This design comes from an exercise in tuning for small area on the open sky130 flow, not from production work.
The RTL was checked by simulation tests, not by an equivalence proof against the original design.
The clock cells of runs 1 and 3 to 7 come from the design's own scripts or RTL, not from TritonCTS.
No driver is modelled on the clock port, so clock power and skew are understated where the tree is cut down; a real chip needs a root buffer or a tree.
Power and IR drop assume default switching activity.

$ cat flow/flow/run.sh
#!/bin/bash
# Own flow: the standard layout, except that synthesis maps the logic with
# an area-oriented ABC script (flow/abc_area.script). Everything else in
# synthesis (flip-flop mapping, flattening, renaming) is the standard script's.
set -euo pipefail
here=$(pwd)
script=$here/flow/abc_area.script
# ORFS's synth.tcl with only the ABC call changed
sed "s#log_cmd abc {\*}\$abc_args#log_cmd abc -script $script {*}[lrange \$abc_args 2 end]#" \
  "$FLOW_HOME/scripts/synth.tcl" > "$here/synth_area.tcl"
grep -q "abc -script $script" "$here/synth_area.tcl"
# The standard flow's synthesis script, sourcing the changed synth.tcl
sed "s#\$::env(SCRIPTS_DIR)/synth.tcl#$here/synth_area.tcl#" synth_recipe.tcl > "$here/synth_recipe_area.tcl"
grep -q "synth_area.tcl" "$here/synth_recipe_area.tcl"
bash standard.sh SYNTH_SCRIPT="$here/synth_recipe_area.tcl" ADDER_MAP_FILE= BUFFER_PORTS_ARGS="-inputs -outputs -buffer_cell sky130_fd_sc_hd__buf_1" PRE_CTS_TCL="$here/flow/cts_single.tcl" CLKBUF_CELL=sky130_fd_sc_hd__clkbuf_8 CLKBUF_N=3 finish > "$here/flow.log" 2>&1
$ cat flow/flow/abc_area.script
strash
&get -n
&deepsyn -T 20
&dch -f
&nf -a -R 1000
&put
$ cat flow/flow/cts_single.tcl
rename clock_tree_synthesis _tritoncts_unused
proc clock_tree_synthesis {args} {
  set cell sky130_fd_sc_hd__clkbuf_8
  if { [info exists ::env(CLKBUF_CELL)] } { set cell $::env(CLKBUF_CELL) }
  set k 3
  if { [info exists ::env(CLKBUF_N)] } { set k $::env(CLKBUF_N) }
  set block [ord::get_db_block]
  set clk [$block findNet CLK]
  set master [[ord::get_db] findMaster $cell]
  set sinks {}
  foreach it [$clk getITerms] {
    set bb [[$it getInst] getBBox]
    lappend sinks [list $it [expr {([$bb xMin] + [$bb xMax]) / 2.0}] [expr {([$bb yMin] + [$bb yMax]) / 2.0}]]
  }
  # k-means on the clock pins' positions, started from bands along x
  set sinks [lsort -real -index 1 $sinks]
  set n [llength $sinks]
  set cx {}
  set cy {}
  for {set c 0} {$c < $k} {incr c} {
    set s [lindex $sinks [expr {int(($c + 0.5) * $n / $k)}]]
    lappend cx [lindex $s 1]
    lappend cy [lindex $s 2]
  }
  for {set iter 0} {$iter < 30} {incr iter} {
    # greedy assignment by distance, at most ceil(n/k) pins per buffer
    set cap [expr {($n + $k - 1) / $k}]
    set pairs {}
    set i 0
    foreach s $sinks {
      for {set c 0} {$c < $k} {incr c} {
        lappend pairs [list $i $c [expr {abs([lindex $s 1] - [lindex $cx $c]) + abs([lindex $s 2] - [lindex $cy $c])}]]
      }
      incr i
    }
    set pairs [lsort -real -index 2 $pairs]
    set assign [lrepeat $n -1]
    set used [lrepeat $k 0]
    foreach p $pairs {
      lassign $p i c d
      if {[lindex $assign $i] < 0 && [lindex $used $c] < $cap} {
        lset assign $i $c
        lset used $c [expr {[lindex $used $c] + 1}]
      }
    }
    set nx {}
    set ny {}
    for {set c 0} {$c < $k} {incr c} {
      set sx 0.0; set sy 0.0; set m 0
      foreach s $sinks a $assign {
        if {$a == $c} { set sx [expr {$sx + [lindex $s 1]}]; set sy [expr {$sy + [lindex $s 2]}]; incr m }
      }
      if {$m > 0} { lappend nx [expr {$sx / $m}]; lappend ny [expr {$sy / $m}] } else { lappend nx [lindex $cx $c]; lappend ny [lindex $cy $c] }
    }
    set cx $nx
    set cy $ny
  }
  for {set c 0} {$c < $k} {incr c} {
    set buf [odb::dbInst_create $block $master clkbuf_leaf_${c}_CLK]
    set net [odb::dbNet_create $block clknet_leaf_${c}_CLK]
    $net setSigType CLOCK
    set m 0
    foreach s $sinks a $assign {
      if {$a == $c} {
        set it [lindex $s 0]
        $it disconnect
        $it connect $net
        incr m
      }
    }
    [$buf findITerm A] connect $clk
    [$buf findITerm X] connect $net
    $buf setLocation [expr {int([lindex $cx $c])}] [expr {int([lindex $cy $c])}]
    $buf setPlacementStatus PLACED
    puts "clock buffer $c: $cell driving $m clock pins"
  }
  set_propagated_clock [all_clocks]
}
$ cat flow/standard.sh
#!/bin/bash
# synth_recipe.tcl (not shown) runs the flow's synth.tcl, then flattens the netlist and writes it again
# the make line also repeats each setting of config.mk as NAME=value (left out here)
make -C /OpenROAD-flow-scripts/flow DESIGN_CONFIG=/design/flow/config.mk WORK_HOME=/design/flow/orfs CLKGATE_MAP_FILE= SYNTH_SCRIPT=/design/flow/synth_recipe.tcl "${@:-finish}"
$ cat flow/config.mk
export PLATFORM = sky130hd
export DESIGN_NAME = Passthrough
export DESIGN_NICKNAME = Passthrough
export VERILOG_FILES = /design/flow/design.v
export SDC_FILE = /design/flow/constraint.sdc
export NUM_CORES = 4
export LEC_CHECK = 0
export CAP_MARGIN = 0
export CORE_MARGIN = 2
export CORE_UTILIZATION = 60
export GPL_TIMING_DRIVEN = 0
export SLEW_MARGIN = 0
$ cat flow/constraint.sdc
create_clock -name core_clock -period 10.0 [get_ports {CLK}]
set_input_delay 2.0000 -clock core_clock [delete_from_list [all_inputs] [get_ports {CLK}]]
set_output_delay 2.0000 -clock core_clock [all_outputs]
set_load 0.01 [all_outputs]
$ cat flow/design.v
`timescale 1ns / 1ps
module Passthrough(
	input wire CLK,
	input wire rst,  
	output wire TX,
	output wire C4,
	output wire C5,
	input wire C6,
	output wire C8,
	output wire LED1,
	output wire C15
);
localparam [1:0] P_WAIT = 2'd0, P_WAITF = 2'd1, P_SEND = 2'd2, P_RESP = 2'd3;
reg [1:0] ph;
reg [16:0] cnt;
reg [6:0] cc;      
reg [6:0] mc;      
reg u;             
reg [12:0] mr;     
reg c4_q, c15_q;
wire [8:0] tmr = cnt[8:0];
wire [3:0] bi = cnt[12:9];
wire [3:0] by = cnt[16:13];
wire [16:0] inc = cnt + 17'd1;
wire tovf = &tmr;
wire is_send = (ph == P_SEND);
wire is_gap = (bi == 4'd9);
wire [6:0] oldmax = u ? 7'd126 : mc;
wire cc_last = (cc == 7'd126);
wire gt = cnt[12:0] > mr;
reg [6:0] pre;
always @(*) begin
	case (by[2:0])
		3'd0: pre = 7'h48;  
		3'd1: pre = 7'h34;  
		3'd2: pre = 7'h72;  
		3'd3: pre = 7'h64;  
		3'd4: pre = 7'h63;  
		3'd5: pre = 7'h30;  
		3'd6: pre = 7'h72;  
		default: pre = 7'h33;  
	endcase
end
wire [7:0] bs_data = {1'b0, by[3] ? cc : pre};
wire [7:0] usb_data = {1'b0, mc};
wire bs_frame = (bi == 4'd15) ? 1'b0 : (bi[3] ? 1'b1 : bs_data[bi[2:0]]);
wire usb_low = (cc == 7'd32) & (((bi == 4'd15) & (by == 4'd15)) |
                                (~bi[3] & (by == 4'd0) & ~usb_data[bi[2:0]]));
assign TX = ~(is_send & usb_low);
assign C4 = c4_q;
assign C15 = c15_q;
assign C5 = (ph == P_RESP);
assign C8 = (ph != P_WAITF);
assign LED1 = u | mc[6] | mc[5];
always @(posedge CLK) begin
	if (rst) begin
		ph <= P_WAIT;
		cnt <= 17'd21071;
		cc <= 7'd32;
		mc <= 7'd0;
		u <= 1'b0;
		mr <= 13'd0;
		c4_q <= 1'b1;
		c15_q <= 1'b1;
	end else begin
		c4_q <= ~is_send | bs_frame;
		c15_q <= ~is_send | is_gap;
		cnt <= inc;
		case (ph)
			P_WAIT: begin
				if (&cnt) begin
					ph <= P_SEND;
					cnt <= {4'd15, 4'd9, 9'd510};
					cc <= cc_last ? 7'd32 : cc + 7'd1;
					if (cc_last)
						mr <= 13'd0;
				end
			end
			P_WAITF: begin
				ph <= P_WAIT;
			end
			P_SEND: begin
				if (is_gap & (by == 4'd15) & ~tmr[1] & tmr[0]) begin
					ph <= P_RESP;
					cnt <= 17'd0;
				end else if (tovf) begin
					cnt[8:0] <= (bi == 4'd8) ? 9'd508 : 9'd233;
					if (is_gap)
						cnt[12:9] <= 4'd15;
				end
			end
			P_RESP: begin
				if (~C6) begin
					ph <= P_WAITF;
					cnt <= {4'd0, oldmax, 6'd0};
					if (gt)
						mr <= cnt[12:0];
					mc <= (gt & ~cc_last) ? cc : oldmax;
					u <= gt & cc_last;
				end
			end
		endcase
	end
end
endmodule
==> results of run 1 <==
sequential cells by signal, indices dropped and copies added (netlist names):
signal  flops
c15_q       1
c4_q        1
cc          7
cnt        17
mc          7
mr         13
ph          2
u           1
layout by cell type (no fill, tap or decap), types with 2 or more instances in the layout:
master                     count
sky130_fd_sc_hd__a221oi_1      2
sky130_fd_sc_hd__o31ai_1       3
sky130_fd_sc_hd__clkbuf_8      3
sky130_fd_sc_hd__nand2b_1      4
sky130_fd_sc_hd__nor4_1        2
sky130_fd_sc_hd__or2_0         4
sky130_fd_sc_hd__buf_1         8
sky130_fd_sc_hd__dfxtp_1      49
sky130_fd_sc_hd__a21oi_1      14
sky130_fd_sc_hd__a211oi_1      4
sky130_fd_sc_hd__nand2_1      23
sky130_fd_sc_hd__nor3_1       25
sky130_fd_sc_hd__nor2_1       37
sky130_fd_sc_hd__or3_1         3
sky130_fd_sc_hd__o21ai_0      18
sky130_fd_sc_hd__clkinv_1     19
sky130_fd_sc_hd__o221ai_1      2
sky130_fd_sc_hd__nand4_1       3
sky130_fd_sc_hd__a22o_1       14
sky130_fd_sc_hd__a31oi_1       4
sky130_fd_sc_hd__xnor2_1       6
sky130_fd_sc_hd__and2_0        2
sky130_fd_sc_hd__a22oi_1       4
sky130_fd_sc_hd__and3_1        4
sky130_fd_sc_hd__nand3_1       8
sky130_fd_sc_hd__o211ai_1      2
sky130_fd_sc_hd__o22ai_1       9
through the flow:
step | std cells | util [%] | instance area (sq um)
6_report | 338 | 65.6 | 2380
3_3_place_gp | 335 | 64.3 | 2330
4_1_cts | 338 | 65.4 | 2380
2_1_floorplan | 279 | - | 2240
3_5_place_dp | 335 | 64.3 | 2330
5_1_grt | 338 | 65.6 | 2380
worst register-to-register path, stage by stage, from the launching register on:
cell	delay, ns
sky130_fd_sc_hd__dfxtp_1	0.45
sky130_fd_sc_hd__clkinv_1	0.12
sky130_fd_sc_hd__a22oi_1	0.19
sky130_fd_sc_hd__a21oi_1	0.09
sky130_fd_sc_hd__a221oi_1	0.24
sky130_fd_sc_hd__o2bb2ai_1	0.14
sky130_fd_sc_hd__maj3_1	0.36
sky130_fd_sc_hd__a21oi_1	0.12
sky130_fd_sc_hd__or2_0	0.13
sky130_fd_sc_hd__a21oi_1	0.07
sky130_fd_sc_hd__a221oi_1	0.19
sky130_fd_sc_hd__o21ai_0	0.40
sky130_fd_sc_hd__nor2_1	1.00
sky130_fd_sc_hd__a22o_1	0.27
final cells by class:
cell class              count  area [sq um]  share of cell area [%]
inverters                  19          71.3                    2.99
well taps                  48          60.1                    2.52
plain buffers               3          41.3                    1.73
flip-flops and latches     49           981                    41.2
multi-input cells         211          1200                    50.3
repair buffers              8          30.0                    1.26
power breakdown:
| part | internal [mW] | total, mW | leakage [nW] | switching, mW |
|---|---|---|---|---|
| sequential | 0.199 | 0.204 | 0.397 | 0.00481 |
| clock | 0.0279 | 0.0781 | 0.0216 | 0.0502 |
| combinational | 0.00756 | 0.0206 | 0.401 | 0.0130 |
logic make-up after synthesis:
kind of cell	Yosys count	synth area share, %
AND/OR/NAND/NOR	121	25.5
AO/OA/AOI/OAI	83	24.9
flip-flops	49	43.7
buffers and inverters	19	3.18
XOR/XNOR	6	2.34
adder cells (fa/ha/maj)	1	0.446
routing by layer:
layer  global-route usage (%)  vias up
li1                         -     1058
met1                     44.2      981
met2                     39.5       91
met3                     1.71        5
met4                     3.13        0
met5                        0        -
worst max-delay path by stage:
stage	startpoint	endpoint	slack [ns]	cells after the start
after floorplan	cnt[10]	TX	6.59	6
after global placement	rst	mr[1]	5.70	5
after detailed placement	rst	mr[5]	5.72	5
after CTS	rst	mr[5]	5.90	5
after global routing	cnt[1]	u	5.58	13
final	rst	mr[5]	5.82	5
==> run_results.csv, run 1 <==
group,metric,value,unit
status,status,"no timing/DRC/antenna violations",
yosys,yosysUniqueCellTypes,38,
timing,timing_hold_violations_final,0,
placement,placement.io_buffers,8,
die,rows,22,
final_layout,nFillCells,347,
yosys,async_flop_share,0,%
yosys,postSynthAreaPerCell,8.05,sq um
grt,initial_antenna_violation_count,0,
detailed_routing,route.detailed.drc,0,
worst_setup_path,critical_path_arrival,4.28,ns
yosys,yosys_warnings,1,
worst_setup_path,critical-path-max-stage-delay,0.88,ns
timing,timing_max_transition_violations_final,0,
grt,wire_length_of_the_first_global_routing_pass,9170,um
grt,track_usage,26.9,%
detailed_routing,vias,2135,
yosys,ys_seq_elements,49,
placement,place_worst_setup_slack,5.72,ns
timing,min_period,4.18,ns
yosys,synthCells,279,
timing,worst-slew-pin-transition,1.14,ns
hold_path,worst_hold_path.num_cells,1,
worst_setup_path,r2r_setup_slack,6.17,ns
detailed_routing,route.detailed.vias_per_inst,6.32,
placement,gp_congestion,0.937,
worst_setup_path,crit_family,"simple AND/OR/NAND/NOR gates",
clock_tree,cts-resized-gates,0,
detailed_routing,avgRoutedWirePerCell,16.4,um
detailed_routing,wl,5530,um
die,floorplan.io_pins,9,
detailed_routing,met3_wirelength,362,um
power,post-layout-total-power,0.302,mW
timing,fin_tns_setup,0,ns
detailed_routing,maxUsedRoutingLayer,"met4",
clock_tree,cts_hold_buffers,0,
final_layout,diodes,0,
yosys,yosys_most_used_dff,"sky130_fd_sc_hd__dfxtp_1",
worst_setup_path,cpMaxStageDelayCell,"sky130_fd_sc_hd__nor2b_1",
final_layout,finalNetCount,295,
worst_setup_path,critical_path.most_common_cell,"sky130_fd_sc_hd__nor2_1",
timing,worst_hold_check_slack,0.493,ns
hold_path,timing.hold.worst.start,"mr[0]",
worst_setup_path,critical_path.cell_chain,"buf_1 -> nor2_1 -> nor2_1 -> nor2b_1 -> a22o_1",
detailed_routing,detailedRoute.firstIterationViolations,210,
hold_path,timing.hold.worst_endpoint,"mr[0]",
worst_setup_path,critical_path.endpoint_type,"register",
grt,vias_in_the_first_global_route,1829,
yosys,synth.top_cell.area_share,43.7,%
die,floorplan.core_area,3630,sq um
detailed_routing,drt_pre_antenna_iters,5,
timing,min_period_over_period,41.8,%
grt,grt-ovfl-total,0,
timing,postLayoutSetupSlackWorst,5.82,ns
final_layout,area.growth.synth_to_final,6.13,%
grt,pin_count_of_the_biggest_net_entering_global_routing,21,
hold_path,min-delay-path-class,"register to register",
yosys,synth.cells.most_frequent,"sky130_fd_sc_hd__dfxtp_1 (49), sky130_fd_sc_hd__nor2_1 (37), sky130_fd_sc_hd__nor3_1 (25)",
worst_setup_path,data_required_critical_path,10.10,ns
die,fp.dieW,65.2,um
yosys,synth_edf_count,0,
timing,fin_worst_skew,0.00771,ns
worst_setup_path,rr_endpoint,"u",
yosys,synth.area.top_cells,"sky130_fd_sc_hd__dfxtp_1 (44%), sky130_fd_sc_hd__nor2_1 (6.2%), sky130_fd_sc_hd__nor3_1 (5.6%), sky130_fd_sc_hd__a22o_1 (5.5%), sky130_fd_sc_hd__o21ai_0 (4.0%)",
final_layout,share_of_final_layout_standard_cells_stronger_than_drive_strength_1,1.38,%
timing,max_slew_margin,23.7,%
worst_setup_path,rr_worst_depth,13,
clock_tree,clk_pin_slew_worst_paths,0.10,ns
clock_tree,post_cts.repair.setup_buffers,0,
yosys,syn-cell-area,2240,sq um
power,leakage_power_of_the_design,0.819,nW
run,max_cap_viol_count,0,
yosys,synthesis.nets,282,
worst_setup_path,timing.critical_path.fanout_max,20,
timing,rsz0062_at_grt,"false",
die,initial_cell_density_of_the_core,61.8,%
yosys,yosysMostFrequentCell,"sky130_fd_sc_hd__dfxtp_1",
detailed_routing,routed-wl-met2,2350,um
placement,hpwl_after_dpl,3990,um
detailed_routing,ant_nets,0,
yosys,synthDominantAreaCellType,"sky130_fd_sc_hd__dfxtp_1",
worst_setup_path,timing.rr.start,"cnt[1]",
detailed_routing,met1_wire_length,2770,um
clock_tree,clk-insertion-delay-late,0.16,ns
power,worst_ir_drop_vdd,117,uV
worst_setup_path,start_kind,"input port",
die,die_h,65.2,um
timing,fmaxAchievable,239,MHz
worst_setup_path,crit_type,"input port to register",
timing,finalSetupViolCount,0,
worst_setup_path,critPathBufInv,1,
die,die_ar,4250,sq um
yosys,seq_area_frac_synth,43.7,%
power,power_density_relative_to_cell_area,127,nW/um^2
==> inputs of run 2 (changes only) <==
--- a/flow/design.v
+++ b/flow/design.v
@@ -16,7 +16,7 @@
 reg [6:0] cc;      
 reg [6:0] mc;      
 reg u;             
-reg [12:0] mr;     
+reg [12:0] mrn;    
 reg c4_q, c15_q;
 wire [8:0] tmr = cnt[8:0];
 wire [3:0] bi = cnt[12:9];
@@ -27,7 +27,7 @@
 wire is_gap = (bi == 4'd9);
 wire [6:0] oldmax = u ? 7'd126 : mc;
 wire cc_last = (cc == 7'd126);
-wire gt = cnt[12:0] > mr;
+wire gt = cnt[12:0] > ~mrn;
 reg [6:0] pre;
 always @(*) begin
 	case (by[2:0])
@@ -59,7 +59,7 @@
 		cc <= 7'd32;
 		mc <= 7'd0;
 		u <= 1'b0;
-		mr <= 13'd0;
+		mrn <= 13'h1fff;
 		c4_q <= 1'b1;
 		c15_q <= 1'b1;
 	end else begin
@@ -73,7 +73,7 @@
 					cnt <= {4'd15, 4'd9, 9'd510};
 					cc <= cc_last ? 7'd32 : cc + 7'd1;
 					if (cc_last)
-						mr <= 13'd0;
+						mrn <= 13'h1fff;
 				end
 			end
 			P_WAITF: begin
@@ -94,7 +94,7 @@
 					ph <= P_WAITF;
 					cnt <= {4'd0, oldmax, 6'd0};
 					if (gt)
-						mr <= cnt[12:0];
+						mrn <= ~cnt[12:0];
 					mc <= (gt & ~cc_last) ? cc : oldmax;
 					u <= gt & cc_last;
 				end
==> flow/flow/abc_area.script (replaced) <==
strash
&get -n
&deepsyn -T 60
&dch -f
&nf -a -p -R 1000
&put
--- a/flow/config.mk
+++ b/flow/config.mk
@@ -7,6 +7,7 @@
 export LEC_CHECK = 0
 export CAP_MARGIN = 0
 export CORE_MARGIN = 2
-export CORE_UTILIZATION = 60
+export CORE_UTILIZATION = 80
 export GPL_TIMING_DRIVEN = 0
+export PLACE_DENSITY = 0.85
 export SLEW_MARGIN = 0
==> run 2 against run 1 <==
The run now fails in 3_1_place_gp_skip_io. Synthesized cell count stayed put. Synthesized area fell by 2.4%.
==> run_results.csv, run 2 <==
group,metric,value,unit
yosys,synthDominantAreaCellType,"sky130_fd_sc_hd__dfxtp_1",
yosys,yosys_most_used_dff,"sky130_fd_sc_hd__dfxtp_1",
yosys,synth_edf_count,0,
status,first-error,"[ERROR GPL-0301] Utilization 101.519 % exceeds 100%.",
yosys,postSynthAreaPerCell,7.85,sq um
status,last-stage-reached,"3_1_place_gp_skip_io",
yosys,yosysMostFrequentCell,"sky130_fd_sc_hd__nor2_1",
status,status,"aborted with a tool error",
yosys,synthesis.nets,282,
die,rows,18,
die,die_h,56.3,um
die,fp.dieW,56.3,um
yosys,ys_seq_elements,49,
yosys,yosys_warnings,1,
die,initial_cell_density_of_the_core,86.1,%
yosys,synth.top_cell.area_share,44.8,%
yosys,yosysUniqueCellTypes,40,
yosys,seq_area_frac_synth,44.8,%
yosys,async_flop_share,0,%
yosys,synthCells,279,
yosys,synth.area.top_cells,"sky130_fd_sc_hd__dfxtp_1 (45%), sky130_fd_sc_hd__nor2_1 (9.8%), sky130_fd_sc_hd__a21oi_1 (7.5%), sky130_fd_sc_hd__nor3_1 (5.0%), sky130_fd_sc_hd__o21ai_0 (4.6%)",
yosys,synth.cells.most_frequent,"sky130_fd_sc_hd__nor2_1 (57), sky130_fd_sc_hd__dfxtp_1 (49), sky130_fd_sc_hd__a21oi_1 (33)",
yosys,syn-cell-area,2190,sq um
## run 2: logic make-up after synthesis
kind of cell | after synthesis | share of synthesized area (%)
AND/OR/NAND/NOR | 127 | 26.3
AO/OA/AOI/OAI | 93 | 26.0
flip-flops | 49 | 44.8
XOR/XNOR | 5 | 2.00
buffers and inverters | 5 | 0.857
==> inputs of run 3 (changes only) <==
--- a/flow/config.mk
+++ b/flow/config.mk
@@ -7,7 +7,7 @@
 export LEC_CHECK = 0
 export CAP_MARGIN = 0
 export CORE_MARGIN = 2
-export CORE_UTILIZATION = 80
+export CORE_UTILIZATION = 70
 export GPL_TIMING_DRIVEN = 0
-export PLACE_DENSITY = 0.85
+export PLACE_DENSITY = 0.8
 export SLEW_MARGIN = 0
==> run 3 against run 2 <==
Now clean on timing, DRC and antenna. Synthesized area stayed put. Synthesized cell count stayed put.
==> run_results.csv, run 3 <==
group,metric,value,unit
timing,worst-slew-pin-transition,1.06,ns
hold_path,min-delay-path-class,"register to register",
timing,postLayoutSetupSlackWorst,5.81,ns
yosys,async_flop_share,0,%
yosys,synth_edf_count,0,
final_layout,mostFrequentLayoutCells,"sky130_fd_sc_hd__nor2_1 (57), sky130_fd_sc_hd__dfxtp_1 (49), sky130_fd_sc_hd__a21oi_1 (33), sky130_fd_sc_hd__nor3_1 (22)",
detailed_routing,vias,2096,
clock_tree,cts_hold_buffers,0,
die,die_ar,3590,sq um
yosys,yosysUniqueCellTypes,40,
grt,pin_count_of_the_biggest_net_entering_global_routing,20,
detailed_routing,route.detailed.vias_per_inst,6.49,
power,swShare,21.6,%
timing,worst_hold_check_slack,0.504,ns
placement,place_worst_setup_slack,5.57,ns
die,floorplan.core_area,3000,sq um
die,die_h,59.9,um
worst_setup_path,start_kind,"input port",
clock_tree,clk_pin_slew_worst_paths,0.10,ns
yosys,synth.area.top_cells,"sky130_fd_sc_hd__dfxtp_1 (45%), sky130_fd_sc_hd__nor2_1 (9.8%), sky130_fd_sc_hd__a21oi_1 (7.5%), sky130_fd_sc_hd__nor3_1 (5.0%), sky130_fd_sc_hd__o21ai_0 (4.6%)",
final_layout,area.growth.synth_to_final,5.14,%
grt,initial_antenna_violation_count,0,
placement,placement.io_buffers,8,
yosys,ys_seq_elements,49,
final_layout,biggestRegsByFlops,"cnt: 17 flops, mrn: 13 flops",
clock_tree,cts-resized-gates,0,
die,rows,20,
worst_setup_path,data_required_critical_path,10.11,ns
grt,track_usage,30.5,%
grt,wire_length_of_the_first_global_routing_pass,8630,um
detailed_routing,route.detailed.drc,0,
grt,grt-ovfl-total,0,
power,seq_power_share,68.9,%
yosys,synthDominantAreaCellType,"sky130_fd_sc_hd__dfxtp_1",
die,floorplan.io_pins,9,
yosys,synthesis.nets,282,
power,comb_power_share,5.3,%
placement,hpwl_after_dpl,3920,um
timing,min_period_over_period,41.9,%
yosys,synthCells,279,
timing,fin_tns_setup,0,ns
timing,finalSetupViolCount,0,
power,worst_ir_drop_vdd,72.7,uV
detailed_routing,avgRoutedWirePerCell,16.6,um
status,status,"no timing/DRC/antenna violations",
final_layout,largest_register_ff_count,17,
timing,max_slew_margin,28.9,%
timing,min_period,4.19,ns
power,power_density_relative_to_cell_area,129,nW/um^2
yosys,synth.top_cell.area_share,44.8,%
timing,timing_max_transition_violations_final,0,
clock_tree,post_cts.repair.setup_buffers,0,
timing,timing_hold_violations_final,0,
timing,fin_worst_skew,0.00929,ns
yosys,synth.cells.most_frequent,"sky130_fd_sc_hd__nor2_1 (57), sky130_fd_sc_hd__dfxtp_1 (49), sky130_fd_sc_hd__a21oi_1 (33)",
placement,gp_congestion,0.901,
power,internal-power,0.234,mW
yosys,postSynthAreaPerCell,7.85,sq um
final_layout,finalNetCount,295,
yosys,syn-cell-area,2190,sq um
final_layout,final_common_cell,"sky130_fd_sc_hd__nor2_1",
final_layout,registers.top_by_ff_count,"cnt",
grt,vias_in_the_first_global_route,1878,
die,fp.dieW,59.9,um
worst_setup_path,critical-path-max-stage-delay,0.94,ns
worst_setup_path,critical_path_arrival,4.29,ns
worst_setup_path,critical_path.most_common_cell,"sky130_fd_sc_hd__nor2_1",
worst_setup_path,crit_type,"input port to register",
power,netSwitchingPower,0.0643,mW
final_layout,share_of_final_layout_standard_cells_stronger_than_drive_strength_1,1.03,%
timing,rsz0062_at_grt,"false",
final_layout,diodes,0,
worst_setup_path,critical_path.cell_chain,"buf_1 -> nor2_1 -> o211ai_1 -> nor2_1 -> a22o_1",
run,max_cap_viol_count,0,
worst_setup_path,cpMaxStageDelayCell,"sky130_fd_sc_hd__nor2_1",
power,pwr-share-clk,25.8,%
yosys,seq_area_frac_synth,44.8,%
detailed_routing,drt_pre_antenna_iters,4,
worst_setup_path,timing.critical_path.fanout_max,15,
yosys,yosys_most_used_dff,"sky130_fd_sc_hd__dfxtp_1",
yosys,yosys_warnings,1,
detailed_routing,wl,5380,um
die,initial_cell_density_of_the_core,73.0,%
power,leakage_power_of_the_design,0.793,nW
worst_setup_path,critical_path.endpoint_type,"register",
placement,cells_after_dpl,320,
detailed_routing,detailedRoute.firstIterationViolations,188,
detailed_routing,ant_nets,0,
clock_tree,clk-insertion-delay-late,0.16,ns
yosys,yosysMostFrequentCell,"sky130_fd_sc_hd__nor2_1",
timing,fmaxAchievable,239,MHz
final_layout,final_cell_count_no_fill,323,
-- run 3: cell counts after synthesis --
Identical to the previous run, type by type.
-- run 3: layout make-up --
type | count | area [sq um]
inverters | 5 | 18.8
multi-input cells | 225 | 1190
plain buffers | 3 | 41.3
well taps | 33 | 41.3
flip-flops and latches | 49 | 981
fillers | 250 | 699
repair buffers | 8 | 30.0
-- run 3: stage by stage --
step	area [sq um]	utilization, %	power (mW)
finish	2300	76.7	0.298
global route	2300	76.7	0.308
CTS	2300	76.7	0.298
detailed placement	2260	75.3	0.225
global placement	2260	75.3	0.224
floorplan	2190	-	0.219
-- run 3: cells by family (layout without fill, tap and decap cells) --
family / after synthesis / count (layout) / synth area share [%]
compound gates: 93 / 93 / 26.0
xor+xnor: 5 / 5 / 2.00
simple gates: 127 / 127 / 26.3
flops: 49 / 49 / 44.8
buf+inv: 5 / 16 / 0.857
-- run 3: worst paths after layout --
kind	to	start	cells past startpoint	slack [ns]
max	u	C6	5	5.81
min	mrn[0]	mrn[0]	2	0.50
max reg2reg	mrn[2]	cnt[1]	11	6.29
min reg2reg	mrn[0]	mrn[0]	2	0.50
-- run 3: per-layer routing --
metal  track usage, %  vias up  share of wire (%)
li1                 -     1059                  -
met1             39.1      967                 45
met2             56.8       61                 49
met3             1.73        9                4.4
met4             4.76        0                1.3
met5                0        -                  0
-- run 3: power by group through the flow --
| stage | Clock [mW] | Sequential, mW | Combinational (mW) |
|---|---|---|---|
| after floorplan | 0 | 0.208 | 0.0116 |
| after global placement | 0 | 0.209 | 0.0147 |
| after detailed placement | 0 | 0.209 | 0.0156 |
| after CTS | 0.0771 | 0.205 | 0.0157 |
| after global routing | 0.0848 | 0.206 | 0.0172 |
| final | 0.0770 | 0.205 | 0.0157 |
-- run 3: critical path: cells and delay by family --
| family | cells | cell delay (ns) |
|---|---|---|
| and+or+nand+nor | 2 | 1.43 |
| buffers and inverters | 1 | 0.09 |
| AOI/OAI and AO/OA | 2 | 0.76 |
==> inputs of run 4 (changes only) <==
--- a/flow/config.mk
+++ b/flow/config.mk
@@ -7,7 +7,6 @@
 export LEC_CHECK = 0
 export CAP_MARGIN = 0
 export CORE_MARGIN = 2
-export CORE_UTILIZATION = 70
+export CORE_UTILIZATION = 60
 export GPL_TIMING_DRIVEN = 0
-export PLACE_DENSITY = 0.8
 export SLEW_MARGIN = 0
==> run 4 against run 3 <==
Largest power group unchanged. Still clean. Critical path depth increased by 2. Synthesized area is the same. Sequential power about the same. First-iteration DRC count fell by 17%. Largest cell class unchanged.
==> run_results.csv, run 4 <==
group,metric,value,unit
placement,place_worst_setup_slack,5.88,ns
die,floorplan.core_area,3420,sq um
timing,fin_worst_skew,0.00919,ns
yosys,synth.top_cell.area_share,44.8,%
clock_tree,post_cts.repair.setup_buffers,0,
power,comb_power_share,5.3,%
power,pwr-share-clk,25.7,%
grt,pin_count_of_the_biggest_net_entering_global_routing,20,
yosys,yosys_warnings,1,
die,die_h,64.4,um
detailed_routing,wl,5150,um
power,leakage_power_of_the_design,0.798,nW
timing,timing_hold_violations_final,0,
clock_tree,cts_hold_buffers,0,
die,floorplan.io_pins,9,
worst_setup_path,crit_type,"register to output pin",
power,power_density_relative_to_cell_area,128,nW/um^2
grt,vias_in_the_first_global_route,1956,
final_layout,mostFrequentLayoutCells,"sky130_fd_sc_hd__nor2_1 (57), sky130_fd_sc_hd__dfxtp_1 (49), sky130_fd_sc_hd__a21oi_1 (33), sky130_fd_sc_hd__nor3_1 (22), sky130_fd_sc_hd__o21ai_0 (20)",
yosys,ys_seq_elements,49,
worst_setup_path,start_kind,"register",
placement,placement.io_buffers,8,
timing,finalSetupViolCount,0,
yosys,async_flop_share,0,%
placement,hpwl_after_dpl,3760,um
detailed_routing,avgRoutedWirePerCell,15.3,um
status,status,"no timing/DRC/antenna violations",
power,netSwitchingPower,0.0631,mW
timing,fmaxAchievable,239,MHz
die,rows,21,
final_layout,area.growth.synth_to_final,6.11,%
timing,min_period,4.18,ns
power,swShare,21.3,%
die,die_ar,4150,sq um
worst_setup_path,critical_path.endpoint_type,"output pin",
yosys,postSynthAreaPerCell,7.85,sq um
grt,initial_antenna_violation_count,0,
detailed_routing,route.detailed.vias_per_inst,6.21,
run,max_cap_viol_count,0,
detailed_routing,ant_nets,0,
yosys,seq_area_frac_synth,44.8,%
clock_tree,cts-resized-gates,0,
yosys,yosys_most_used_dff,"sky130_fd_sc_hd__dfxtp_1",
clock_tree,clk-insertion-delay-late,0.16,ns
yosys,synthesis.nets,282,
detailed_routing,detailedRoute.firstIterationViolations,156,
hold_path,min-delay-path-class,"register to register",
yosys,yosysUniqueCellTypes,40,
final_layout,largest_register_ff_count,17,
yosys,synth.area.top_cells,"sky130_fd_sc_hd__dfxtp_1 (45%), sky130_fd_sc_hd__nor2_1 (9.8%), sky130_fd_sc_hd__a21oi_1 (7.5%), sky130_fd_sc_hd__nor3_1 (5.0%), sky130_fd_sc_hd__o21ai_0 (4.6%)",
yosys,yosysMostFrequentCell,"sky130_fd_sc_hd__nor2_1",
timing,rsz0062_at_grt,"false",
detailed_routing,drt_pre_antenna_iters,5,
detailed_routing,vias,2092,
timing,min_period_over_period,41.8,%
yosys,syn-cell-area,2190,sq um
timing,worst_hold_check_slack,0.503,ns
worst_setup_path,timing.critical_path.fanout_max,13,
final_layout,registers.top_by_ff_count,"cnt",
detailed_routing,route.detailed.drc,0,
yosys,synthDominantAreaCellType,"sky130_fd_sc_hd__dfxtp_1",
yosys,synth_edf_count,0,
worst_setup_path,data_required_critical_path,8.00,ns
die,fp.dieW,64.4,um
timing,fin_tns_setup,0,ns
grt,track_usage,26.6,%
yosys,synthCells,279,
timing,max_slew_margin,33.4,%
timing,postLayoutSetupSlackWorst,5.82,ns
grt,wire_length_of_the_first_global_routing_pass,9080,um
placement,cells_after_dpl,334,
power,seq_power_share,69.1,%
final_layout,biggestRegsByFlops,"cnt: 17 flops, mrn: 13 flops",
clock_tree,clk_pin_slew_worst_paths,0.10,ns
yosys,synth.cells.most_frequent,"sky130_fd_sc_hd__nor2_1 (57), sky130_fd_sc_hd__dfxtp_1 (49), sky130_fd_sc_hd__a21oi_1 (33)",
final_layout,finalNetCount,296,
die,initial_cell_density_of_the_core,64.1,%
power,worst_ir_drop_vdd,122,uV
final_layout,final_common_cell,"sky130_fd_sc_hd__nor2_1",
grt,grt-ovfl-total,0,
timing,timing_max_transition_violations_final,0,
timing,worst-slew-pin-transition,0.989,ns
final_layout,share_of_final_layout_standard_cells_stronger_than_drive_strength_1,1.37,%
final_layout,diodes,0,
worst_setup_path,critical_path_arrival,2.18,ns
placement,gp_congestion,0.876,
final_layout,final_cell_count_no_fill,337,
power,internal-power,0.234,mW
==> run 4: worst paths after layout <==
kind	from	endpoint	slack, ns	cells after the start
setup / recovery	cnt[10]	TX	5.82	7
hold / removal	cnt[5]	mrn[5]	0.50	1
setup reg to reg	cnt[1]	mrn[1]	6.21	12
hold reg to reg	cnt[5]	mrn[5]	0.50	1
==> run 4: metal layers <==
layer / wire (um) / track usage, %
met5: 0 / 0
met4: 53 / 3.19
met3: 343 / 4.34
met2: 2260 / 44.1
met1: 2490 / 37.7
==> run 4: cells by family (layout without fill, tap and decap cells) <==
group,Yosys count,after routing,synth area share [%]
and+or+nand+nor,127,127,26.3
AOI/OAI and AO/OA,93,93,26.0
DFF,49,49,44.8
xor gates and xnor gates,5,5,2.00
buffers and inverters,5,17,0.857
==> run 4: through the flow <==
stage	utilization (%)	instance area [sq um]	total power, mW
2_1_floorplan	-	2190	0.219
3_3_place_gp	66.7	2280	0.224
3_5_place_dp	66.8	2280	0.225
4_1_cts	68.1	2320	0.299
5_1_grt	68.1	2320	0.307
6_report	68.1	2320	0.297
==> run 4: layout make-up <==
type                    count  area, sq um
plain buffers               3         41.3
inverters                   5         18.8
multi-input cells         225         1190
repair buffers              9         35.0
flip-flops and latches     49          981
well taps                  46         57.6
fillers                   325         1090
==> run 4: power by group through the flow <==
stage	Combinational, mW	Clock, mW	Sequential [mW]
2_1_floorplan	0.0116	0	0.208
3_3_place_gp	0.0150	0	0.209
3_5_place_dp	0.0155	0	0.209
4_1_cts	0.0157	0.0779	0.205
5_1_grt	0.0181	0.0829	0.206
6_report	0.0157	0.0761	0.205
==> run 4: critical path, stage by stage (launching register included) <==
cell	delay, ns
sky130_fd_sc_hd__dfxtp_1	0.63
sky130_fd_sc_hd__clkinv_1	0.31
sky130_fd_sc_hd__nand2_1	0.24
sky130_fd_sc_hd__nor2_1	0.07
sky130_fd_sc_hd__nor2_1	0.08
sky130_fd_sc_hd__o21ai_0	0.08
sky130_fd_sc_hd__o311ai_0	0.41
sky130_fd_sc_hd__buf_1	0.20
==> inputs of run 5 (changes only) <==
--- a/flow/flow/run.sh
+++ b/flow/flow/run.sh
@@ -12,4 +12,4 @@
 # The standard flow's synthesis script, sourcing the changed synth.tcl
 sed "s#\$::env(SCRIPTS_DIR)/synth.tcl#$here/synth_area.tcl#" synth_recipe.tcl > "$here/synth_recipe_area.tcl"
 grep -q "synth_area.tcl" "$here/synth_recipe_area.tcl"
-bash standard.sh SYNTH_SCRIPT="$here/synth_recipe_area.tcl" ADDER_MAP_FILE= BUFFER_PORTS_ARGS="-inputs -outputs -buffer_cell sky130_fd_sc_hd__buf_1" PRE_CTS_TCL="$here/flow/cts_single.tcl" CLKBUF_CELL=sky130_fd_sc_hd__clkbuf_8 CLKBUF_N=3 finish > "$here/flow.log" 2>&1
+bash standard.sh SYNTH_SCRIPT="$here/synth_recipe_area.tcl" ADDER_MAP_FILE= BUFFER_PORTS_ARGS="-inputs -outputs -buffer_cell sky130_fd_sc_hd__buf_1" PRE_CTS_TCL="$here/flow/cts_single.tcl" CLKROOT_CELL=sky130_fd_sc_hd__inv_2 CLKBUF_CELL=sky130_fd_sc_hd__inv_6 CLKBUF_N=3 finish > "$here/flow.log" 2>&1
--- a/flow/flow/cts_single.tcl
+++ b/flow/flow/cts_single.tcl
@@ -6,6 +6,7 @@
   if { [info exists ::env(CLKBUF_N)] } { set k $::env(CLKBUF_N) }
   set block [ord::get_db_block]
   set clk [$block findNet CLK]
+  set src $clk
   set master [[ord::get_db] findMaster $cell]
   set sinks {}
   foreach it [$clk getITerms] {
@@ -55,6 +56,20 @@
     set cx $nx
     set cy $ny
   }
+  # with inverting leaf cells, one inverter between the port and the leaves
+  # keeps the clock's polarity
+  if { [info exists ::env(CLKROOT_CELL)] } {
+    set root [odb::dbInst_create $block [[ord::get_db] findMaster $::env(CLKROOT_CELL)] clkbuf_root_CLK]
+    set src [odb::dbNet_create $block clknet_root_CLK]
+    $src setSigType CLOCK
+    [$root findITerm A] connect $clk
+    [$root findITerm Y] connect $src
+    set rx 0.0; set ry 0.0
+    for {set c 0} {$c < $k} {incr c} { set rx [expr {$rx + [lindex $cx $c]}]; set ry [expr {$ry + [lindex $cy $c]}] }
+    $root setLocation [expr {int($rx / $k)}] [expr {int($ry / $k)}]
+    $root setPlacementStatus PLACED
+    puts "clock root: $::env(CLKROOT_CELL)"
+  }
   for {set c 0} {$c < $k} {incr c} {
     set buf [odb::dbInst_create $block $master clkbuf_leaf_${c}_CLK]
     set net [odb::dbNet_create $block clknet_leaf_${c}_CLK]
@@ -68,8 +83,10 @@
         incr m
       }
     }
-    [$buf findITerm A] connect $clk
-    [$buf findITerm X] connect $net
+    [$buf findITerm A] connect $src
+    set out [$buf findITerm X]
+    if { $out == "NULL" || $out == "" } { set out [$buf findITerm Y] }
+    $out connect $net
     $buf setLocation [expr {int([lindex $cx $c])}] [expr {int([lindex $cy $c])}]
     $buf setPlacementStatus PLACED
     puts "clock buffer $c: $cell driving $m clock pins"
--- a/flow/config.mk
+++ b/flow/config.mk
@@ -7,6 +7,7 @@
 export LEC_CHECK = 0
 export CAP_MARGIN = 0
 export CORE_MARGIN = 2
-export CORE_UTILIZATION = 60
+export CORE_UTILIZATION = 70
 export GPL_TIMING_DRIVEN = 0
+export PLACE_DENSITY = 0.8
 export SLEW_MARGIN = 0
==> run 5 against run 4 <==
Sequential share of layout area is 0.60 points higher. Clock power shrank 1%. Combinational power about the same. Synthesized area unchanged. Final cell count down 3.9%. Wire length increased by 5.0%. Cell area shrank 1.4%. Sequential cell count did not move. Worst hold slack gained 0.0014 ns. Critical endpoint unchanged. Sequential power is essentially flat. First-iteration DRC count increased by 34%. Setup slack improved by 0.020 ns.
==> run_results.csv, run 5 <==
group,metric,value,unit
worst_setup_path,timing.critical_path.fanout_max,18,
worst_setup_path,crit_type,"register to output pin",
yosys,yosys_warnings,1,
clock_tree,cts_hold_buffers,0,
yosys,compound_cell_area_share_of_the_yosys_netlist,26.0,%
yosys,synthCells,279,
timing,timing_max_transition_violations_final,0,
die,rows,20,
timing,max_slew_margin,28.0,%
final_layout,nFillCells,250,
final_layout,final_common_cell,"sky130_fd_sc_hd__nor2_1",
worst_setup_path,critical-path-max-stage-delay,0.72,ns
yosys,synth_top_family_by_area,"simple AND/OR/NAND/NOR gates",
power,worst_ir_drop_vdd,62.6,uV
yosys,syn-cell-area,2190,sq um
yosys,ys_seq_elements,49,
final_layout,biggestRegsByFlops,"cnt: 17 flops, mrn: 13 flops",
clock_tree,cts-resized-gates,0,
detailed_routing,drt_pre_antenna_iters,5,
grt,grt-ovfl-total,0,
worst_setup_path,critical_path.cell_chain,"clkinv_1 -> and3_1 -> a221o_1 -> a21oi_1 -> o311ai_0 -> buf_1",
timing,timing_hold_violations_final,0,
yosys,yosysMostFrequentCell,"sky130_fd_sc_hd__nor2_1",
yosys,synth.top_cell.area_share,44.8,%
worst_setup_path,rr_worst_depth,11,
grt,wire_length_of_the_first_global_routing_pass,8650,um
final_layout,fin_area,2290,sq um
final_layout,area.growth.synth_to_final,4.63,%
yosys,synth_edf_count,0,
yosys,synthesis.nets,282,
placement,gp_congestion,0.901,
timing,finalSetupViolCount,0,
final_layout,finalNetCount,296,
timing,worst-slew-pin-transition,1.08,ns
final_layout,share_of_final_layout_standard_cells_stronger_than_drive_strength_1,1.37,%
power,leakage_power_of_the_design,0.789,nW
yosys,async_flop_share,0,%
worst_setup_path,worstSetupEndpoint,"TX",
power,power_density_relative_to_cell_area,129,nW/um^2
final_layout,multi_input_gate_area,1190,sq um
yosys,synth_xor_xnor_area_share,2.00,%
yosys,synth.area.top_cells,"sky130_fd_sc_hd__dfxtp_1 (45%), sky130_fd_sc_hd__nor2_1 (9.8%), sky130_fd_sc_hd__a21oi_1 (7.5%), sky130_fd_sc_hd__nor3_1 (5.0%), sky130_fd_sc_hd__o21ai_0 (4.6%)",
yosys,synth.mux.area_fraction,0,%
timing,worst_hold_check_slack,0.505,ns
die,die_h,59.9,um
die,die_ar,3590,sq um
yosys,yosys_most_used_dff,"sky130_fd_sc_hd__dfxtp_1",
placement,placement.cell_area,2260,sq um
yosys,postSynthAreaPerCell,7.85,sq um
detailed_routing,ant_nets,0,
detailed_routing,route.detailed.drc,0,
worst_setup_path,critical_path.endpoint_type,"output pin",
timing,min_period,4.16,ns
final_layout,largest_register_ff_count,17,
detailed_routing,wl,5410,um
worst_setup_path,rr_endpoint,"mrn[2]",
detailed_routing,avgRoutedWirePerCell,16.7,um
grt,initial_antenna_violation_count,0,
final_layout,registers.top_by_ff_count,"cnt",
final_layout,diodes,0,
final_layout,seqCellArea,981,sq um
yosys,synth.cells.most_frequent,"sky130_fd_sc_hd__nor2_1 (57), sky130_fd_sc_hd__dfxtp_1 (49), sky130_fd_sc_hd__a21oi_1 (33)",
worst_setup_path,setup.worst_path.start,"cnt[9]",
clock_tree,post_cts.repair.setup_buffers,0,
run,max_cap_viol_count,0,
worst_setup_path,start_kind,"register",
clock_tree,clk_pin_slew_worst_paths,0.11,ns
yosys,area_share_of_fa_ha_maj_cells_after_synthesis,0,%
timing,fin_tns_setup,0,ns
timing,fin_worst_skew,0.0104,ns
grt,track_usage,30.7,%
hold_path,min-delay-path-class,"register to register",
die,floorplan.core_area,3000,sq um
grt,vias_in_the_first_global_route,1885,
yosys,yosys.area_share.simple,26.3,%
worst_setup_path,data_required_critical_path,8.00,ns
timing,rsz0062_at_grt,"false",
placement,placement.io_buffers,8,
worst_setup_path,critical_path_arrival,2.16,ns
yosys,yosysUniqueCellTypes,40,
timing,fmaxAchievable,240,MHz
worst_setup_path,timing.rr.start,"cnt[1]",
grt,pin_count_of_the_biggest_net_entering_global_routing,20,
detailed_routing,detailedRoute.firstIterationViolations,209,
placement,hpwl_after_dpl,3920,um
die,initial_cell_density_of_the_core,73.0,%
die,floorplan.io_pins,9,
final_layout,mostFrequentLayoutCells,"sky130_fd_sc_hd__nor2_1 (57), sky130_fd_sc_hd__dfxtp_1 (49), sky130_fd_sc_hd__a21oi_1 (33), sky130_fd_sc_hd__nor3_1 (22)",
clock_tree,clk-insertion-delay-late,0.23,ns
status,status,"no timing/DRC/antenna violations",
die,fp.dieW,59.9,um
worst_setup_path,cpMaxStageDelayCell,"sky130_fd_sc_hd__dfxtp_1",
detailed_routing,route.detailed.vias_per_inst,6.52,
yosys,seq_area_frac_synth,44.8,%
timing,min_period_over_period,41.6,%
detailed_routing,vias,2114,
worst_setup_path,r2r_setup_slack,6.29,ns
yosys,synthDominantAreaCellType,"sky130_fd_sc_hd__dfxtp_1",
==> run 5: changes by cell type in the layout (fill, tap and decap cells not counted) <==
cell	change
sky130_fd_sc_hd__inv_6	+3
sky130_fd_sc_hd__inv_2	+1
sky130_fd_sc_hd__o21ai_0	-1
sky130_fd_sc_hd__buf_2	-1
sky130_fd_sc_hd__o21ai_1	+1
sky130_fd_sc_hd__clkbuf_8	-3
==> run 5: worst min path at each step <==
stage	cells after the start	end	startpoint	slack, ns
2_1_floorplan	1	mrn[5]	cnt[5]	0.45
3_3_place_gp	1	mrn[3]	cnt[3]	0.47
3_5_place_dp	2	mrn[0]	mrn[0]	0.48
4_1_cts	2	mrn[0]	mrn[0]	0.50
5_1_grt	2	mrn[0]	mrn[0]	0.52
6_report	2	mrn[0]	mrn[0]	0.50
==> run 5: worst max-delay path, delay by kind of cell (launching register included) <==
| family | cells | cell delay [ns] |
|---|---|---|
| flops | 1 | 0.72 |
| simple gates | 1 | 0.23 |
| buf+inv | 2 | 0.39 |
| compound gates | 3 | 0.60 |
==> run 5: cell families (layout without fill, tap and decap cells) <==
logic type | after synthesis | after routing
simple gates | 127 | 127
buf+inv | 5 | 17
compound gates | 93 | 93
xor+xnor | 5 | 5
flops | 49 | 49
==> run 5: metrics by stage <==
step | utilization [%] | power, mW | instances | setup WS [ns]
6_report | 76.3 | 0.296 | 324 | 5.84
2_1_floorplan | - | 0.219 | 279 | 6.50
5_1_grt | 76.3 | 0.305 | 324 | 5.69
3_5_place_dp | 75.3 | 0.225 | 320 | 5.57
3_3_place_gp | 75.3 | 0.224 | 320 | 5.61
4_1_cts | 76.3 | 0.297 | 324 | 5.81
==> run 5: routing by layer <==
| layer | vias up | GRT usage, % | routed length (um) |
|---|---|---|---|
| met4 | 0 | 5.71 | 96 |
| met3 | 14 | 2.38 | 270 |
| met5 | - | 0 | 0 |
| li1 | 1065 | - | - |
| met1 | 977 | 38.9 | 2380 |
| met2 | 58 | 56.8 | 2660 |
==> run 5: cell type report <==
cell class | instances | share of cell area (%)
Multi-Input combinational cell | 225 | 52.0
Sequential cell | 49 | 42.8
Timing Repair Buffer | 8 | 1.31
Inverter | 9 | 2.13
Tap cell | 33 | 1.80
==> run 5: where the power goes <==
group	leakage (nW)	switching (mW)	total [mW]	internal, mW
combinational	0.374	0.00902	0.0158	0.00677
sequential	0.398	0.00638	0.205	0.199
clock	0.0178	0.0665	0.0750	0.00850
==> inputs of run 6 (changes only) <==
--- a/flow/design.v
+++ b/flow/design.v
@@ -17,7 +17,6 @@
 reg [6:0] mc;      
 reg u;             
 reg [12:0] mrn;    
-reg c4_q, c15_q;
 wire [8:0] tmr = cnt[8:0];
 wire [3:0] bi = cnt[12:9];
 wire [3:0] by = cnt[16:13];
@@ -44,11 +43,13 @@
 wire [7:0] bs_data = {1'b0, by[3] ? cc : pre};
 wire [7:0] usb_data = {1'b0, mc};
 wire bs_frame = (bi == 4'd15) ? 1'b0 : (bi[3] ? 1'b1 : bs_data[bi[2:0]]);
-wire usb_low = (cc == 7'd32) & (((bi == 4'd15) & (by == 4'd15)) |
-                                (~bi[3] & (by == 4'd0) & ~usb_data[bi[2:0]]));
+wire [3:0] nbi = (is_gap & tovf) ? 4'd15 : inc[12:9];
+wire [3:0] nby = inc[16:13];
+wire usb_low = (cc == 7'd32) & (((nbi == 4'd15) & (nby == 4'd15)) |
+                                (~nbi[3] & (nby == 4'd0) & ~usb_data[nbi[2:0]]));
 assign TX = ~(is_send & usb_low);
-assign C4 = c4_q;
-assign C15 = c15_q;
+assign C4 = ~is_send | bs_frame;
+assign C15 = ~is_send | is_gap;
 assign C5 = (ph == P_RESP);
 assign C8 = (ph != P_WAITF);
 assign LED1 = u | mc[6] | mc[5];
@@ -60,17 +61,13 @@
 		mc <= 7'd0;
 		u <= 1'b0;
 		mrn <= 13'h1fff;
-		c4_q <= 1'b1;
-		c15_q <= 1'b1;
 	end else begin
-		c4_q <= ~is_send | bs_frame;
-		c15_q <= ~is_send | is_gap;
 		cnt <= inc;
 		case (ph)
 			P_WAIT: begin
 				if (&cnt) begin
 					ph <= P_SEND;
-					cnt <= {4'd15, 4'd9, 9'd510};
+					cnt <= {4'd15, 4'd9, 9'd509};
 					cc <= cc_last ? 7'd32 : cc + 7'd1;
 					if (cc_last)
 						mrn <= 13'h1fff;
@@ -80,7 +77,7 @@
 				ph <= P_WAIT;
 			end
 			P_SEND: begin
-				if (is_gap & (by == 4'd15) & ~tmr[1] & tmr[0]) begin
+				if (is_gap & (by == 4'd15) & ~tmr[1] & ~tmr[0]) begin
 					ph <= P_RESP;
 					cnt <= 17'd0;
 				end else if (tovf) begin
==> run 6 against run 5 <==
Fmax down 18%. Via count grew 0.90%. Die area fell by 0.32%. Setup slack lost 0.92 ns. Utilization decreased by 0.25 points. Sequential share of layout area shrank 1.6 points. First-iteration DRC count down 7.2%. Total power down 2.4%. Synthesized area decreased by 0.34%. Sequential power shrank 3%. Critical path depth is 6 higher. Clock power down 2%.
==> run_results.csv, run 6 <==
group,metric,value,unit
yosys,synth.mux.area_fraction,0.974,%
yosys,synth.top_cell.area_share,43.1,%
final_layout,finalNetCount,294,
grt,pin_count_of_the_biggest_net_entering_global_routing,19,
worst_setup_path,start_kind,"register",
clock_tree,post_cts.repair.setup_buffers,0,
placement,placement.io_buffers,8,
hold_path,min-delay-path-class,"register to register",
worst_setup_path,critical_path.most_common_cell,"sky130_fd_sc_hd__and3_1",
die,fp.dieW,59.9,um
power,internal-power,0.207,mW
placement,gp_congestion,0.983,
worst_setup_path,data_required_critical_path,8.00,ns
worst_setup_path,critical_path.cell_chain,"and3_1 -> and2_0 -> and3_1 -> and3_1 -> and2_0 -> nor2_1 -> nor2b_1 -> nand4b_1 -> nand4_1 -> nor2_1 -> o221ai_1 -> buf_1",
timing,fin_tns_setup,0,ns
yosys,synth_xor_xnor_area_share,2.01,%
detailed_routing,avgRoutedWirePerCell,16.0,um
power,worst_ir_drop_vdd,109,uV
worst_setup_path,critical_path.endpoint_type,"output pin",
die,floorplan.core_area,3000,sq um
power,seq_power_share,68.8,%
final_layout,final_util,76.1,%
final_layout,multi_input_gate_area,1230,sq um
power,comb_power_share,5.7,%
power,leakage_power_of_the_design,0.831,nW
power,power_density_relative_to_cell_area,127,nW/um^2
grt,grt-ovfl-total,0,
grt,track_usage,29.6,%
yosys,yosysMostFrequentCell,"sky130_fd_sc_hd__nor2_1",
final_layout,diodes,0,
status,status,"no timing/DRC/antenna violations",
final_layout,mostFrequentLayoutCells,"sky130_fd_sc_hd__nor2_1 (51), sky130_fd_sc_hd__dfxtp_1 (47), sky130_fd_sc_hd__a21oi_1 (31), sky130_fd_sc_hd__nand2_1 (29), sky130_fd_sc_hd__o21ai_0 (18)",
clock_tree,clk_pin_slew_worst_paths,0.12,ns
clock_tree,cts-resized-gates,0,
timing,rsz0062_at_grt,"false",
yosys,area_share_of_fa_ha_maj_cells_after_synthesis,0,%
timing,worst-slew-pin-transition,1.00,ns
worst_setup_path,timing.critical_path.fanout_max,7,
die,rows,20,
yosys,synthDominantAreaCellType,"sky130_fd_sc_hd__dfxtp_1",
detailed_routing,route.detailed.vias_per_inst,6.62,
yosys,compound_cell_area_share_of_the_yosys_netlist,24.4,%
timing,min_period_over_period,50.8,%
detailed_routing,vias,2133,
final_layout,nFillCells,247,
yosys,yosys.area_share.simple,29.2,%
yosys,yosysUniqueCellTypes,40,
yosys,synth_top_family_by_area,"simple AND/OR/NAND/NOR gates",
yosys,postSynthAreaPerCell,7.88,sq um
run,max_cap_viol_count,0,
detailed_routing,ant_nets,0,
detailed_routing,detailedRoute.firstIterationViolations,194,
yosys,async_flop_share,0,%
yosys,syn-cell-area,2180,sq um
yosys,synthCells,277,
grt,initial_antenna_violation_count,0,
timing,min_period,5.08,ns
die,die_ar,3580,sq um
timing,max_slew_margin,33.0,%
worst_setup_path,critical_path_arrival,3.08,ns
clock_tree,cts_hold_buffers,0,
die,initial_cell_density_of_the_core,72.7,%
power,swShare,28.3,%
worst_setup_path,crit_type,"register to output pin",
die,floorplan.io_pins,9,
yosys,yosys_most_used_dff,"sky130_fd_sc_hd__dfxtp_1",
placement,place_worst_setup_slack,5.26,ns
power,pwr-share-clk,25.5,%
final_layout,final_common_cell,"sky130_fd_sc_hd__nor2_1",
final_layout,seqCellArea,941,sq um
detailed_routing,route.detailed.drc,0,
detailed_routing,wl,5140,um
grt,vias_in_the_first_global_route,1755,
detailed_routing,drt_pre_antenna_iters,4,
final_layout,registers.top_by_ff_count,"cnt",
worst_setup_path,critical-path-max-stage-delay,0.48,ns
yosys,synth.cells.most_frequent,"sky130_fd_sc_hd__nor2_1 (51), sky130_fd_sc_hd__dfxtp_1 (47), sky130_fd_sc_hd__a21oi_1 (31)",
power,netSwitchingPower,0.0818,mW
die,die_h,59.9,um
yosys,synth.area.top_cells,"sky130_fd_sc_hd__dfxtp_1 (43%), sky130_fd_sc_hd__nor2_1 (8.8%), sky130_fd_sc_hd__a21oi_1 (7.1%), sky130_fd_sc_hd__nand2_1 (5.0%), sky130_fd_sc_hd__o21ai_0 (4.4%)",
yosys,yosys_warnings,1,
timing,timing_hold_violations_final,0,
yosys,synth_edf_count,0,
yosys,ys_seq_elements,47,
timing,finalSetupViolCount,0,
timing,fmaxAchievable,197,MHz
final_layout,biggestRegsByFlops,"cnt: 17 flops, mrn: 13 flops",
timing,timing_max_transition_violations_final,0,
yosys,seq_area_frac_synth,43.1,%
final_layout,largest_register_ff_count,17,
clock_tree,clk-insertion-delay-late,0.23,ns
placement,hpwl_after_dpl,3730,um
worst_setup_path,cpMaxStageDelayCell,"sky130_fd_sc_hd__dfxtp_1",
timing,postLayoutSetupSlackWorst,4.92,ns
final_layout,area.growth.synth_to_final,4.64,%
grt,wire_length_of_the_first_global_routing_pass,8380,um
final_layout,share_of_final_layout_standard_cells_stronger_than_drive_strength_1,1.38,%
timing,fin_worst_skew,0.0169,ns
yosys,synthesis.nets,280,
-- run 6: cell types whose count changed after synthesis, sizes merged, moves of 4 or more --
cell and delta:
nand2 +10, nor3 -7, nor2 -6, a31oi -4
o21a +4
-- run 6: path summary, 6_finish.rpt --
path               start     end  slack [ns]  depth (start not counted)
setup reg to reg  cnt[0]  mrn[5]        5.87                         12
setup / recovery  cnt[0]      TX        4.92                         12
hold / removal    mrn[0]  mrn[0]        0.48                          2
hold reg to reg   mrn[0]  mrn[0]        0.48                          2
-- run 6: logic make-up (layout without fill, tap and decap cells) --
family          count (synthesis)  after routing
simple gates                  135            135
compound gates                 86             86
flops                          47             47
xor+xnor                        5              5
mux                             2              2
buf+inv                         2             14
-- run 6: power by group through the flow --
stage,sequential (mW),clock [mW],combinational [mW]
2_1_floorplan,0.201,0,0.0125
3_3_place_gp,0.202,0,0.0158
3_5_place_dp,0.203,0,0.0163
4_1_cts,0.199,0.0741,0.0164
5_1_grt,0.200,0.0798,0.0182
6_report,0.199,0.0737,0.0166
-- run 6: routing by layer --
| metal | up-vias | global-route usage [%] | share of wire, % |
|---|---|---|---|
| met2 | 80 | 47.0 | 44 |
| met4 | 0 | 4.13 | 1.7 |
| met3 | 10 | 3.03 | 7.2 |
| met5 | - | 0 | 0 |
| met1 | 985 | 44.3 | 47 |
| li1 | 1058 | - | - |
-- run 6: metrics by stage --
stage	power, mW	instance area [sq um]	std cells	hold WS [ns]
detailed placement	0.219	2250	318	0.464
floorplan	0.213	2180	277	0.439
finish	0.289	2280	322	0.483
CTS	0.289	2280	322	0.488
global route	0.298	2280	322	0.527
global placement	0.218	2250	318	0.462
-- run 6: final cells by class --
class | count | share of cell area [%]
Multi-Input combinational cell | 228 | 54.1
Tap cell | 33 | 1.81
Timing Repair Buffer | 8 | 1.31
Sequential cell | 47 | 41.2
Inverter | 6 | 1.64
-- run 6: critical path: cells and delay by family, from the launching register on --
family | cells | cell delay, ns
DFF | 1 | 0.48
AOI/OAI and AO/OA | 1 | 0.21
buffers and inverters | 1 | 0.18
and+or+nand+nor | 10 | 2.00
==> inputs of run 7 (changes only) <==
==> flow/flow/run.sh (replaced) <==
#!/bin/bash
# Own flow: the standard layout (standard.sh), with these changes for area:
# - synthesis maps the logic with an area-oriented ABC script
#   (flow/abc_area.script) and without the half/full adder cell step
#   (ADDER_MAP_FILE empty); everything else in synthesis (flip-flop mapping,
#   flattening, renaming) is the standard script's;
# - the port buffers are buf_1 cells;
# - clock tree synthesis builds a flat tree (flow/cts_single.tcl).
# Each tool's output is in orfs/logs/ and all of make's output in flow.log.
set -euo pipefail
here=$(pwd)
script=$here/flow/abc_area.script
# ORFS's synth.tcl with only the ABC call changed
sed "s#log_cmd abc {\*}\$abc_args#log_cmd abc -script $script {*}[lrange \$abc_args 2 end]#" \
  "$FLOW_HOME/scripts/synth.tcl" > "$here/synth_area.tcl"
grep -q "abc -script $script" "$here/synth_area.tcl"
# The standard flow's synthesis script, sourcing the changed synth.tcl
sed "s#\$::env(SCRIPTS_DIR)/synth.tcl#$here/synth_area.tcl#" synth_recipe.tcl > "$here/synth_recipe_area.tcl"
grep -q "synth_area.tcl" "$here/synth_recipe_area.tcl"
bash standard.sh SYNTH_SCRIPT="$here/synth_recipe_area.tcl" ADDER_MAP_FILE= BUFFER_PORTS_ARGS="-inputs -outputs -buffer_cell sky130_fd_sc_hd__buf_1" PRE_CTS_TCL="$here/flow/cts_single.tcl" CLKROOT_CELL=sky130_fd_sc_hd__inv_2 CLKBUF_CELL=sky130_fd_sc_hd__inv_8 CLKBUF_N=3 finish > "$here/flow.log" 2>&1
==> run 7 against run 6 <==
Sequential power is essentially flat. Fmax is essentially flat. Still clean. First-iteration DRC count grew 22%. Clock skew shrank 0.0067 ns. Sequential cell count is the same. Synthesized area is the same. Sequential share of layout area shrank 0.13 points. Global-route usage is essentially flat. Highest routed layer unchanged. Total power grew 2.1%. Combinational power is essentially flat. Register-to-register slack gained 0.05 ns.
==> run_results.csv, run 7 <==
group,metric,value,unit
timing,min_period_over_period,50.9,%
yosys,yosysUniqueCellTypes,40,
final_layout,largest_register_ff_count,17,
placement,place_worst_setup_slack,5.26,ns
timing,fmaxAchievable,197,MHz
placement,placement.io_buffers,8,
timing,worst-slew-pin-transition,0.993,ns
timing,rsz0062_at_grt,"false",
die,rows,20,
run,max_cap_viol_count,0,
worst_setup_path,timing.critical_path.fanout_max,7,
placement,placement.cell_area,2250,sq um
yosys,yosys_warnings,1,
placement,hpwl_after_dpl,3730,um
power,worst_ir_drop_vdd,124,uV
worst_setup_path,crit_type,"register to output pin",
yosys,synthDominantAreaCellType,"sky130_fd_sc_hd__dfxtp_1",
grt,vias_in_the_first_global_route,1777,
final_layout,mostFrequentLayoutCells,"sky130_fd_sc_hd__nor2_1 (51), sky130_fd_sc_hd__dfxtp_1 (47), sky130_fd_sc_hd__a21oi_1 (31), sky130_fd_sc_hd__nand2_1 (29), sky130_fd_sc_hd__o21ai_0 (18)",
die,initial_cell_density_of_the_core,72.7,%
timing,timing_hold_violations_final,0,
yosys,synth.cells.most_frequent,"sky130_fd_sc_hd__nor2_1 (51), sky130_fd_sc_hd__dfxtp_1 (47), sky130_fd_sc_hd__a21oi_1 (31)",
final_layout,biggestRegsByFlops,"cnt: 17 flops, mrn: 13 flops",
clock_tree,cts_hold_buffers,0,
final_layout,seqCellArea,941,sq um
detailed_routing,detailedRoute.firstIterationViolations,237,
yosys,yosysMostFrequentCell,"sky130_fd_sc_hd__nor2_1",
yosys,syn-cell-area,2180,sq um
grt,wire_length_of_the_first_global_routing_pass,8400,um
timing,fin_worst_skew,0.0102,ns
yosys,yosys_most_used_dff,"sky130_fd_sc_hd__dfxtp_1",
power,power_density_relative_to_cell_area,129,nW/um^2
die,floorplan.io_pins,9,
timing,max_slew_margin,33.6,%
timing,fin_tns_setup,0,ns
timing,timing_max_transition_violations_final,0,
placement,gp_congestion,0.983,
clock_tree,clk-insertion-delay-late,0.24,ns
timing,finalSetupViolCount,0,
hold_path,min-delay-path-class,"register to register",
timing,worst_hold_check_slack,0.480,ns
yosys,synth_edf_count,0,
detailed_routing,wl,5140,um
die,die_ar,3580,sq um
die,die_h,59.9,um
status,status,"no timing/DRC/antenna violations",
die,fp.dieW,59.9,um
detailed_routing,ant_nets,0,
grt,track_usage,29.6,%
timing,postLayoutSetupSlackWorst,4.91,ns
grt,pin_count_of_the_biggest_net_entering_global_routing,19,
clock_tree,cts-resized-gates,0,
yosys,synthCells,277,
grt,initial_antenna_violation_count,0,
power,post-layout-total-power,0.295,mW
yosys,seq_area_frac_synth,43.1,%
worst_setup_path,critical_path.most_common_cell,"sky130_fd_sc_hd__and3_1",
worst_setup_path,critical-path-max-stage-delay,0.48,ns
worst_setup_path,critical_path.endpoint_type,"output pin",
final_layout,registers.top_by_ff_count,"cnt",
worst_setup_path,data_required_critical_path,8.00,ns
final_layout,finalNetCount,294,
worst_setup_path,critical_path_arrival,3.09,ns
detailed_routing,route.detailed.vias_per_inst,6.48,
clock_tree,clk_pin_slew_worst_paths,0.09,ns
final_layout,fin_area,2290,sq um
timing,min_period,5.09,ns
yosys,ys_seq_elements,47,
final_layout,nFillCells,244,
final_layout,diodes,0,
power,leakage_power_of_the_design,0.836,nW
final_layout,final_common_cell,"sky130_fd_sc_hd__nor2_1",
grt,grt-ovfl-total,0,
worst_setup_path,cpMaxStageDelayCell,"sky130_fd_sc_hd__dfxtp_1",
yosys,async_flop_share,0,%
worst_setup_path,critical_path.cell_chain,"and3_1 -> and2_0 -> and3_1 -> and3_1 -> and2_0 -> nor2_1 -> nor2b_1 -> nand4b_1 -> nand4_1 -> nor2_1 -> o221ai_1 -> buf_1",
final_layout,area.growth.synth_to_final,4.99,%
final_layout,share_of_final_layout_standard_cells_stronger_than_drive_strength_1,1.38,%
detailed_routing,route.detailed.drc,0,
detailed_routing,vias,2086,
detailed_routing,drt_pre_antenna_iters,4,
clock_tree,post_cts.repair.setup_buffers,0,
yosys,postSynthAreaPerCell,7.88,sq um
yosys,synth.area.top_cells,"sky130_fd_sc_hd__dfxtp_1 (43%), sky130_fd_sc_hd__nor2_1 (8.8%), sky130_fd_sc_hd__a21oi_1 (7.1%), sky130_fd_sc_hd__nand2_1 (5.0%), sky130_fd_sc_hd__o21ai_0 (4.4%)",
yosys,synthesis.nets,280,
yosys,synth.top_cell.area_share,43.1,%
final_layout,multi_input_gate_area,1230,sq um
detailed_routing,avgRoutedWirePerCell,15.9,um
die,floorplan.core_area,3000,sq um
worst_setup_path,start_kind,"register",
==> run 7: cell counts after synthesis <==
Identical to the previous run, type by type.
==> run 7: worst paths after layout <==
kind | slack [ns] | end | cells past startpoint | start
worst min-delay path | 0.48 | mrn[0] | 2 | mrn[0]
worst min register to register | 0.48 | mrn[0] | 2 | mrn[0]
worst max-delay path | 4.91 | TX | 12 | cnt[0]
worst max register to register | 5.92 | mrn[5] | 12 | cnt[0]
==> run 7: cell type report <==
type	count	share of cell area [%]
multi-input cells	228	53.9
inverters	6	1.97
flip-flops and latches	47	41.0
well taps	33	1.80
repair buffers	8	1.31
==> run 7: power breakdown <==
group	internal [mW]	leakage [nW]	switching (mW)	total (mW)
combinational	0.00720	0.432	0.00935	0.0165
clock	0.0111	0.0224	0.0689	0.0800
sequential	0.192	0.382	0.00710	0.199
total	0.210	0.836	0.0853	0.295
==> run 7: kinds of logic after synthesis <==
family,share of synthesized area [%]
flops,43.1
mux,0.974
buf+inv,0.344
compound gates,24.4
simple gates,29.2
xor+xnor,2.01
==> run 7: worst max-delay path, delay by kind of cell, from the launching register on <==
kind,cells,cell delay [ns]
AND/OR/NAND/NOR,10,1.95
flip-flops,1,0.48
AO/OA/AOI/OAI,1,0.22
buffers and inverters,1,0.18
==> run 7: metal layers <==
layer  GRT usage, %  vias up  routed length (um)  share of wire [%]
met4           3.81        0                  34               0.66
met2           47.7       70                2350                 46
li1               -     1055                   -                  -
met3           2.81        4                 394                7.7
met1           44.2      957                2360                 46
met5              0        -                   0                  0
==> run 7: metrics by stage <==
stage / std cells / utilization (%)
2_1_floorplan: 277 / -
6_report: 322 / 76.3
4_1_cts: 322 / 76.3
3_5_place_dp: 318 / 75.1
3_3_place_gp: 318 / 75.1
5_1_grt: 322 / 76.3

## separate check: timing with driven ports
How much do the figures lean on ideal ports? The routed layouts below were timed once more, with nothing changed but the port constraints. Step 1 assumes that a clkbuf_16 drives the clock port and a buf_2 every other input. Step 2, shift: input delay + t, output delay - t, t = (earliest + latest rising clock arrival at the registers) / 2. This alone moves slack from input paths to output paths. Three values: ideal, step 1, step 2; two values: the first two.
run | shift t [ns] | setup WS [ns]
run 1 | 0.202 | 5.822 / 5.850 / 5.648
run 3 | 0.201 | 5.815 / 5.840 / 5.642
run 4 | 0.204 | 5.816 / 5.766 / 5.854
run 5 | 0.251 | 5.836 / 5.808 / 5.624
run 6 | 0.252 | 4.917 / 4.889 / 5.140
run 7 | 0.258 | 4.911 / 4.884 / 5.142
After both steps every run listed still meets setup and hold.
